What follows belongs to an exercise in optimizing a design on an open flow for small area; a production flow would make more cautious choices. The RTL was checked by simulation tests, not by an equivalence proof against the original design.

==> inputs of v35 <==
==> flow/design.v <==
`timescale 1ns / 1ps
module can_tx(
    input             clk,
    input             rst,
    input             start,
    input      [10:0] id,
    input      [3:0]  dlc,
    input      [63:0] data,
    output            busy,
    output reg        done,
    output            fin,
    output            fin_odd,
    output reg [10:0] f_id,
    output reg [3:0]  f_dlc,
    output reg [63:0] f_data
);
reg        c_valid;
reg [10:0] c_id;
reg [3:0]  c_dlc;
reg [63:0] c_data;
always @(posedge clk) begin
    c_id   <= id;
    c_dlc  <= dlc;
    c_data <= data;
end
reg c_hold;
always @(posedge clk or posedge rst) begin
    if (rst) begin
        c_valid <= 1'b0;
        c_hold  <= 1'b1;
    end else begin
        c_valid <= start;
        c_hold  <= ~start;
    end
end
wire [7:0] bload;    
genvar g;
generate
    for (g = 0; g < 8; g = g + 1) begin : bl
        assign bload[g] = c_valid & (c_dlc > g);
    end
endgenerate
wire [63:0] dload;
assign dload = {{8{bload[7]}}, {8{bload[6]}}, {8{bload[5]}}, {8{bload[4]}},
                {8{bload[3]}}, {8{bload[2]}}, {8{bload[1]}}, {8{bload[0]}}};
always @(posedge clk) begin
    f_id   <= (f_id   & {11{c_hold}}) | (c_id   & {11{c_valid}});
    f_dlc  <= (f_dlc  & {4{c_hold}})  | (c_dlc  & {4{c_valid}});
    f_data <= (f_data & {64{c_hold}}) | (c_data & dload);
    f_crc  <= (f_crc  & c_hold) | ((c_id[0] ^ c_dlc[0] ^ c_data[0]) & c_valid);
end
reg       f_crc;
reg [6:0] q;
reg [2:0] run;       
reg       last;      
assign busy = (q >= 7'd6);
wire [4:0] v = {1'b0, q[6:3]} - {1'b0, f_dlc};
function mux4(input [3:0] a, input [1:0] s);
    mux4 = s[1] ? (s[0] ? a[3] : a[2]) : (s[0] ? a[1] : a[0]);
endfunction
wire [63:0] dvec;
genvar p;
generate
    for (p = 0; p < 64; p = p + 1) begin : dv
        assign dvec[p] = f_data[8 * (((p / 8) + 5) % 8) + 7 - (p % 8)];
    end
endgenerate
wire [15:0] dm1;
wire [3:0]  dm2;
generate
    for (p = 0; p < 16; p = p + 1) begin : m1
        assign dm1[p] = mux4(dvec[4*p +: 4], q[1:0]);
    end
    for (p = 0; p < 4; p = p + 1) begin : m2
        assign dm2[p] = mux4(dm1[4*p +: 4], q[3:2]);
    end
endgenerate
wire data_bit = mux4(dm2, q[5:4]) & (q < 7'd88);
wire [31:0] hvec = {8'b0, f_dlc[0], f_dlc[1], f_dlc[2], f_dlc[3], 3'b000,
                    f_id[0], f_id[1], f_id[2], f_id[3], f_id[4], f_id[5],
                    f_id[6], f_id[7], f_id[8], f_id[9], f_id[10], 6'b0};
wire [7:0] hm1;
generate
    for (p = 0; p < 8; p = p + 1) begin : h1
        assign hm1[p] = mux4(hvec[4*p +: 4], q[1:0]);
    end
endgenerate
wire [1:0] hm2 = {mux4(hm1[7:4], q[3:2]), mux4(hm1[3:0], q[3:2])};
reg nb;              
always @(*) begin
    if (q < 7'd24)
        nb = q[4] ? hm2[1] : hm2[0];
    else
        nb = data_bit
           | (f_crc & (v == 5'd3) & (q[2:0] == 3'd0))
           | (~v[4] & ((v >= 5'd5) | ((v == 5'd4) & (q[2:0] == 3'd7))));
end
wire stuff = (run == 3'b110);
assign fin     = busy & (v == 5'd5) & (q[2:0] == 3'd6);
assign fin_odd = run[1];
always @(posedge clk or posedge rst) begin
    if (rst) begin
        q    <= 7'd0;
        done <= 1'b0;
    end else begin
        done <= fin;
        if (c_valid)
            q <= 7'd3;
        else if (fin)
            q <= 7'd0;
        else if (q != 7'd0 && !(busy && stuff))
            q <= q + 7'd1;
    end
end
always @(posedge clk) begin
    if (c_valid) begin
        run  <= 3'b000;        
        last <= 1'b0;
    end else if (busy) begin
        if (stuff) begin
            run  <= 3'b000;
            last <= ~last;
        end else begin
            run  <= (nb == last) ? {run[1:0], ~run[2]} : 3'b000;
            last <= nb;
        end
    end
end
endmodule
`timescale 1ns / 1ps
module can_rx(
    input             clk,
    input             rst,
    input             fin,
    input             fin_odd,
    input             done,
    input      [10:0] f_id,
    input      [3:0]  f_dlc,
    input      [63:0] f_data,
    output     [10:0] rx_id,
    output     [3:0]  rx_dlc,
    output     [63:0] rx_data,
    output reg        rx_valid
);
always @(posedge clk or posedge rst) begin
    if (rst)
        rx_valid <= 1'b0;
    else
        rx_valid <= (fin & fin_odd) | (done & ~rx_valid);
end
assign rx_id   = f_id;
assign rx_dlc  = f_dlc;
assign rx_data = f_data;
endmodule
`timescale 1ns / 1ps
module can_top (
    input clk,
    input rst,
    input tx_start,
    input [10:0] tx_id,
    input [3:0] tx_dlc,
    input [63:0] tx_data,
    output tx_busy,
    output tx_done,
    output [10:0] rx_id,
    output [3:0] rx_dlc,
    output [63:0] rx_data,
    output rx_valid
);
wire        fin;        
wire        fin_odd;    
wire [10:0] f_id;
wire [3:0]  f_dlc;
wire [63:0] f_data;
can_tx tx_module (
    .clk(clk), .rst(rst),
    .start(tx_start), .id(tx_id),
    .dlc(tx_dlc), .data(tx_data),
    .busy(tx_busy), .done(tx_done),
    .fin(fin), .fin_odd(fin_odd),
    .f_id(f_id), .f_dlc(f_dlc), .f_data(f_data)
);
can_rx rx_module (
    .clk(clk), .rst(rst),
    .fin(fin), .fin_odd(fin_odd), .done(tx_done),
    .f_id(f_id), .f_dlc(f_dlc), .f_data(f_data),
    .rx_id(rx_id), .rx_dlc(rx_dlc),
    .rx_data(rx_data), .rx_valid(rx_valid)
);
endmodule
==> flow/flow/run.sh <==
#!/bin/bash
# Standard ORFS layout with small port buffers and a light clock tree.
set -euo pipefail
export BUFFER_PORTS_ARGS="-buffer_cell sky130_fd_sc_hd__buf_1"
export CTS_ARGS="-sink_clustering_enable -repair_clock_nets -dont_use_dummy_load -buf_list sky130_fd_sc_hd__clkbuf_8 -root_buf sky130_fd_sc_hd__clkbuf_8 -sink_clustering_size 24"
bash standard.sh > standard.log 2>&1
==> flow/standard.sh <==
#!/bin/bash
# synth_recipe.tcl (not shown) runs the flow's synth.tcl, then flattens the netlist and writes it again
# the make line also repeats each setting of config.mk as NAME=value (left out here)
make -C /OpenROAD-flow-scripts/flow DESIGN_CONFIG=/design/flow/config.mk WORK_HOME=/design/flow/orfs CLKGATE_MAP_FILE= SYNTH_SCRIPT=/design/flow/synth_recipe.tcl "${@:-finish}"
==> flow/config.mk <==
export PLATFORM = sky130hd
export DESIGN_NAME = can_top
export DESIGN_NICKNAME = can_top
export VERILOG_FILES = /design/flow/design.v
export SDC_FILE = /design/flow/constraint.sdc
export NUM_CORES = 4
export LEC_CHECK = 0
export CAP_MARGIN = 20
export CORE_MARGIN = 2
export CORE_UTILIZATION = 40
export SLEW_MARGIN = 20
==> flow/constraint.sdc <==
create_clock -name core_clock -period 5.0 [get_ports {clk}]
set_input_delay 1.0000 -clock core_clock [delete_from_list [all_inputs] [get_ports {clk}]]
set_output_delay 1.0000 -clock core_clock [all_outputs]
set_load 0.01 [all_outputs]
==> inputs of v26, as changes to v35 <==
==> flow/design.v, changed modules only <==
module can_tx(
    input             clk,
    input             rst,
    input             start,
    input      [10:0] id,
    input      [3:0]  dlc,
    input      [63:0] data,
    output            busy,
    output reg        done,
    output            fin,
    output            fin_odd,
    output reg [10:0] f_id,
    output reg [3:0]  f_dlc,
    output reg [63:0] f_data
);
reg        c_valid;
reg [10:0] c_id;
reg [3:0]  c_dlc;
reg [63:0] c_data;
always @(posedge clk) begin
    c_id   <= id;
    c_dlc  <= dlc;
    c_data <= data;
end
always @(posedge clk or posedge rst) begin
    if (rst) c_valid <= 1'b0;
    else     c_valid <= start;
end
integer k;
always @(posedge clk) begin
    if (c_valid) begin
        f_id  <= c_id;
        f_dlc <= c_dlc;
        for (k = 0; k < 64; k = k + 1)
            f_data[k] <= c_data[k] & ((k < 8) ? (k == 0 || c_dlc != 4'd0) : ((k / 8) < c_dlc));
    end
end
reg [6:0] q;
reg [2:0] cons;      
reg       last;      
assign busy = (q >= 7'd6);
wire [4:0] v = {1'b0, q[6:3]} - {1'b0, f_dlc};
wire [2:0] byte_sel = q[5:3] - 3'd3;
wire [5:0] data_idx = {byte_sel, ~q[2:0]};
wire       data_bit = f_data[data_idx] & (data_idx != 6'd0 || f_dlc != 4'd0);
wire crc = f_id[0] ^ f_dlc[0] ^ f_data[0];
reg nb;              
always @(*) begin
    if (q < 7'd24) begin
        if (q <= 7'd16)      nb = f_id[5'd16 - q[4:0]];
        else if (q <= 7'd19) nb = 1'b0;
        else                 nb = f_dlc[5'd23 - q[4:0]];
    end else if (v[4] || v < 5'd3) begin
        nb = data_bit;
    end else if (v == 5'd3) begin
        nb = (q[2:0] == 3'd0) ? crc : 1'b0;
    end else if (v == 5'd4) begin
        nb = (q[2:0] == 3'd7);
    end else begin
        nb = 1'b1;
    end
end
wire stuff = (cons == 3'd5);
assign fin     = busy & (v == 5'd5) & (q[2:0] == 3'd6);
assign fin_odd = cons[0];
always @(posedge clk or posedge rst) begin
    if (rst) begin
        q    <= 7'd0;
        cons <= 3'd0;
        last <= 1'b0;
        done <= 1'b0;
    end else begin
        done <= fin;
        if (c_valid) begin
            q    <= 7'd3;
            cons <= 3'd1;      
            last <= 1'b0;
        end else if (fin) begin
            q <= 7'd0;
        end else if (busy) begin
            if (stuff) begin
                cons <= 3'd1;
                last <= ~last;
            end else begin
                cons <= (nb == last) ? cons + 3'd1 : 3'd1;
                last <= nb;
                q    <= q + 7'd1;
            end
        end else if (q != 7'd0) begin
            q <= q + 7'd1;
        end
    end
end
endmodule
module can_rx(
    input             clk,
    input             rst,
    input             fin,
    input             fin_odd,
    input             done,
    input      [10:0] f_id,
    input      [3:0]  f_dlc,
    input      [63:0] f_data,
    output     [10:0] rx_id,
    output     [3:0]  rx_dlc,
    output     [63:0] rx_data,
    output reg        rx_valid
);
always @(posedge clk or posedge rst) begin
    if (rst)
        rx_valid <= 1'b0;
    else
        rx_valid <= (fin & fin_odd) | (done & ~rx_valid);
end
assign rx_id   = f_id;
assign rx_dlc  = f_dlc;
assign rx_data = {f_data[63:1], f_data[0] & (f_dlc != 4'd0)};
endmodule
==> flow/flow/run.sh (replaced) <==
#!/bin/bash
# Standard ORFS layout with smaller port buffers and a lighter clock tree.
set -euo pipefail
export BUFFER_PORTS_ARGS="-buffer_cell sky130_fd_sc_hd__buf_1"
export CTS_ARGS="-sink_clustering_enable -repair_clock_nets -dont_use_dummy_load"
bash standard.sh > standard.log 2>&1
CTS_BUF_LIST = sky130_fd_sc_hd__clkbuf_4   (was not set)
==> impl_metrics.json <==
{
  "grt_max_degree": 92,
  "status": "no timing/DRC/antenna violations",
  "synth_top_family_by_area": "simple AND/OR/NAND/NOR gates",
  "path_class": "reg -> reg",
  "dp_cells": 802,
  "post-route-min-period_ns": 3.41,
  "final_cell_mix": "buf_1 (163), dfxtp_1 (79), edfxtp_1 (79)",
  "clock_tree_area_fraction": 0.0565,
  "synthAdderAreaFrac": 0.0290,
  "synthSimpleGateAreaFrac": 0.106,
  "synth_xor_xnor_area_share": 0.0154,
  "end_kind": "register"
}
(the above is from v26)
==> impl_metrics.json <==
{
  "status": "no timing/DRC/antenna violations",
  "dp_cells": 758,
  "hold_slack_ns": 0.423,
  "post-route-min-period_ns": 3.19,
  "htree_levels": 4,
  "end_kind": "output port",
  "grt_max_degree": 43,
  "path_class": "reg -> out",
  "slew_headroom": 0.305,
  "synth_top_family_by_area": "compound AO/OA/AOI/OAI gates",
  "reg2reg_from": "tx_module.q[1]",
  "clock_tree_area_fraction": 0.0349,
  "core_area_um2": 13900,
  "synth_xor_xnor_area_share": 0.0123
}
(the above is from v35)

[what the ideal ports hide]
No port has a modelled driver above. Below, the same layouts with a new extraction and two added sets of constraints. Step 1 (the two cells are an assumption about what drives the block):
set clk [get_ports {clk}]
set_driving_cell -lib_cell sky130_fd_sc_hd__clkbuf_16 $clk
set_driving_cell -lib_cell sky130_fd_sc_hd__buf_2 [delete_from_list [all_inputs] $clk]
Step 2 times the ports against the registers' clock, not the clock port: input delays grow and output delays shrink by t, the midpoint of the rising clock arrivals with the driver on. a / b / c = no drivers / after step 1 / after step 2; a / b = the first two.
| run | t, ns | slack for setup (ns) | worst data-port slew with drivers (ns) |
|---|---|---|---|
| v35 | 0.474 | 1.813 / 1.776 / 2.104 | 0.06 |
| v26 | 0.442 | 1.591 / 1.591 / 1.591 | 0.05 |
After both steps every run listed still meets setup and hold.
